This is an optimization exercise on Yosys and OpenROAD, whose aim is small area and a short achievable clock period, not a production implementation.
In this exercise RTL edits were held to simulation tests only and were not proved equivalent to the original.
No activity file was given, so power comes from the tool's default toggle rates.

Design generic_fifo_dc, start of the top module:
module generic_fifo_dc(clk, rst, clr, din, we, dout, re,
			full, empty, full_n, empty_n, level );
parameter dw=8;
parameter aw=8;
parameter n=9;
parameter max_size = 1<<aw;
localparam la = aw/2;
localparam ha = aw-la;
input			clk, rst, clr;
input	[dw-1:0]	din;
input			we;
output	[dw-1:0]	dout;
input			re;
output			full;
output			empty;
output			full_n;
output			empty_n;
output	[1:0]		level;
reg	[aw:0]		wp;
wire	[aw:0]		wp_pl1;
reg	[aw:0]		rp;
wire	[aw:0]		rp_pl1;
reg	[aw:0]		wp_s, rp_s;
wire	[aw:0]		diff;
reg	[aw:0]		diff_r1, diff_r2;
reg			re_r, we_r;
reg			full, empty, full_n, empty_n;
reg	[1:0]		level;
reg	[aw:0]		fp;
reg	[(1<<la)-1:0]	fp_lo;		 
reg	[(1<<ha)-1:0]	fp_hi;		 
wire			fetch;
reg			fetch_r;
reg	[1:0]		fidx_r;
wire	[dw-1:0]	rdata;
reg	[dw-1:0]	buf0, buf1, buf2, buf3;
reg	[dw-1:0]	do_reg;
assign dout = do_reg;
generic_dpram  #(aw,dw) u0(
	.clk(		clk		),
	.we(		we		),
	.waddr(		wp[aw-1:0]	),
	.di(		din		),
	.rsel_lo(	fp_lo		),
	.rsel_hi(	fp_hi		),
	.dout(		rdata		)
	);
always @(posedge clk)
	if(!rst)	wp <= {aw+1{1'b0}};
	else
  ...
Size: roughly 4700 cells after synthesis, about 2200 flip-flops, ~81000 µm² of cells after synthesis.
make LEC_CHECK=0 CAP_MARGIN=20 CORE_MARGIN=2 CORE_UTILIZATION=60 SETUP_SLACK_MARGIN=2.6 SLEW_MARGIN=20 finish   # period 5.0 ns
run.sh (not shown) runs the stock make flow with config.mk's settings and CLKGATE_MAP_FILE= SYNTH_SCRIPT=/design/flow/synth_recipe.tcl, a recipe that flattens the netlist after the stock synthesis.
The first run went through all stages and came out clean.
Rerun with:
- SETUP_SLACK_MARGIN: 2.6 -> default
After rerunning:
- sequential power stays flat
- total power decreases by 2.8%
- first-iteration DRC count decreases by 10%
- worst setup slack loses 600 ps
- final area decreases by about 7%
- area after synthesis does not change

========
generic_fifo_dc, a different RTL version from the one above (not shown whole).
For scale: roughly 2300 flip-flops, about 27 I/O pins, about 0.083 mm^2 of cells after synthesis.
make LEC_CHECK=0 CAP_MARGIN=20 CORE_MARGIN=2 CORE_UTILIZATION=65 CTS_CLUSTER_DIAMETER=100 CTS_CLUSTER_SIZE=26 SETUP_SLACK_MARGIN=3.05 SLEW_MARGIN=20 finish   # period 5.0 ns
The starting point finished clean.
==> next run, changes <==
--- a/flow/config.mk
+++ b/flow/config.mk
@@ -10 +10 @@
-export CORE_UTILIZATION = 65
+export CORE_UTILIZATION = 60
@@ -13 +13 @@
-export SETUP_SLACK_MARGIN = 3.05
+export SETUP_SLACK_MARGIN = 2.8
Count of clock-buffer cells in the layout fell by 3; clock power hardly moves; cell area fell slightly; synthesized cell count is unchanged; clock skew rose by 0.023 ns.
==> next run, changes <==
--- a/flow/config.mk
+++ b/flow/config.mk
@@ -10 +10 @@
-export CORE_UTILIZATION = 60
+export CORE_UTILIZATION = 70
@@ -13 +13 @@
-export SETUP_SLACK_MARGIN = 2.8
+export SETUP_SLACK_MARGIN = 2.95
Outcome: Final area increases by 0.49%; combinational power goes up by 8.5%; total power stays flat; via count climbs by 2.4%; flip-flop and latch count is unchanged; synthesized cell count is unchanged; final cell count went down by 3.4%.
==> next run, changes <==
--- a/flow/config.mk
+++ b/flow/config.mk
@@ -10 +10 @@
-export CORE_UTILIZATION = 70
+export CORE_UTILIZATION = 60
Register-to-register slack loses 0.03 ns; worst setup slack loses 0.017 ns; cell area rose by 0.80%; routed wire length rose by 4.5%; fmax fell by 0.76%; global-route usage fell by 4.7 points.
==> next run, changes <==
--- a/flow/config.mk
+++ b/flow/config.mk
@@ -8 +8 @@
-export CAP_MARGIN = 20
+export CAP_MARGIN = 10
@@ -14 +14 @@
-export SLEW_MARGIN = 20
+export SLEW_MARGIN = 10
Cell count hardly moves. Sequential share of layout area stays flat. Total power barely changes.

========
== the baseline ==
Another version of the RTL of generic_fifo_dc (not shown whole).
For scale: roughly 27 I/O pins.
export LEC_CHECK = 0
export CAP_MARGIN = 20
export CORE_MARGIN = 2
export CORE_UTILIZATION = 70
export CTS_CLUSTER_DIAMETER = 100
export CTS_CLUSTER_SIZE = 26
export SETUP_SLACK_MARGIN = 2.95
export SLEW_MARGIN = 20
create_clock -name core_clock -period 5.0 [get_ports {clk}]
The baseline finished all stages; the layout is clean.
## Diff of input files: the candidate against the baseline
Settings: SETUP_SLACK_MARGIN changed from 2.95 to 2.8; CORE_UTILIZATION changed from 70 to 60.
Notes after the runs:
Diff the baseline -> the candidate: power per cell area has increased; routed wire length now smaller; relative area of clock buffers and inverters in the final design now sits at about the same level. The candidate has data arrival at the endpoint of the critical path above what the baseline had. Diff the candidate and the baseline: utilization lower in the candidate. Overall die width: the candidate > the baseline. The candidate went all the way through synthesis, placement and routing and the layout is clean on timing, DRC and antenna. Comparing the candidate with the baseline, the overall power of the completed layout came out essentially unchanged.

[afterwards: timing with drivers on the ports]
In the flow no input, the clock included, has a driving cell. The finished layouts below were timed again as built, in two steps.
Step 1 (the two cells are an assumption about what drives the block):
set clk [get_ports {clk}]
set_driving_cell -lib_cell sky130_fd_sc_hd__clkbuf_16 $clk
set_driving_cell -lib_cell sky130_fd_sc_hd__buf_2 [delete_from_list [all_inputs] $clk]
Step 2 moves the port delays by t, midway between the first and last clock arrival at a register: inputs arrive t later, outputs are due t later. That takes back most of the time a late clock gives input paths.
Three values: ideal ports, drivers, drivers and shift; two values: the first two.
run	shift t [ns]	slack for setup (ns)	cell pins on the clock port's net
the first run of note 1	0.912	2.170 / 2.170 / 1.700	1
the second run of note 1	0.903	1.568 / 1.568 / 0.961	1
the first run of note 2	0.831	2.804 / 2.725 / 2.285	1
the second run of note 2	0.839	2.766 / 2.700 / 2.084	1
the third run of note 2	0.829	2.807 / 2.734 / 2.194	1
the fourth run of note 2	0.846	2.791 / 2.705 / 2.291	1
the fifth run of note 2	0.833	2.817 / 2.729 / 2.253	1
the baseline	0.819	2.816 / 2.736 / 2.199	1
the candidate	0.837	2.731 / 2.670 / 2.098	1
After both steps every run listed still meets setup and hold. For the second run of note 2, which loses most, drivers alone change the setup slack by -0.066 ns; drivers and shift together by -0.682 ns.
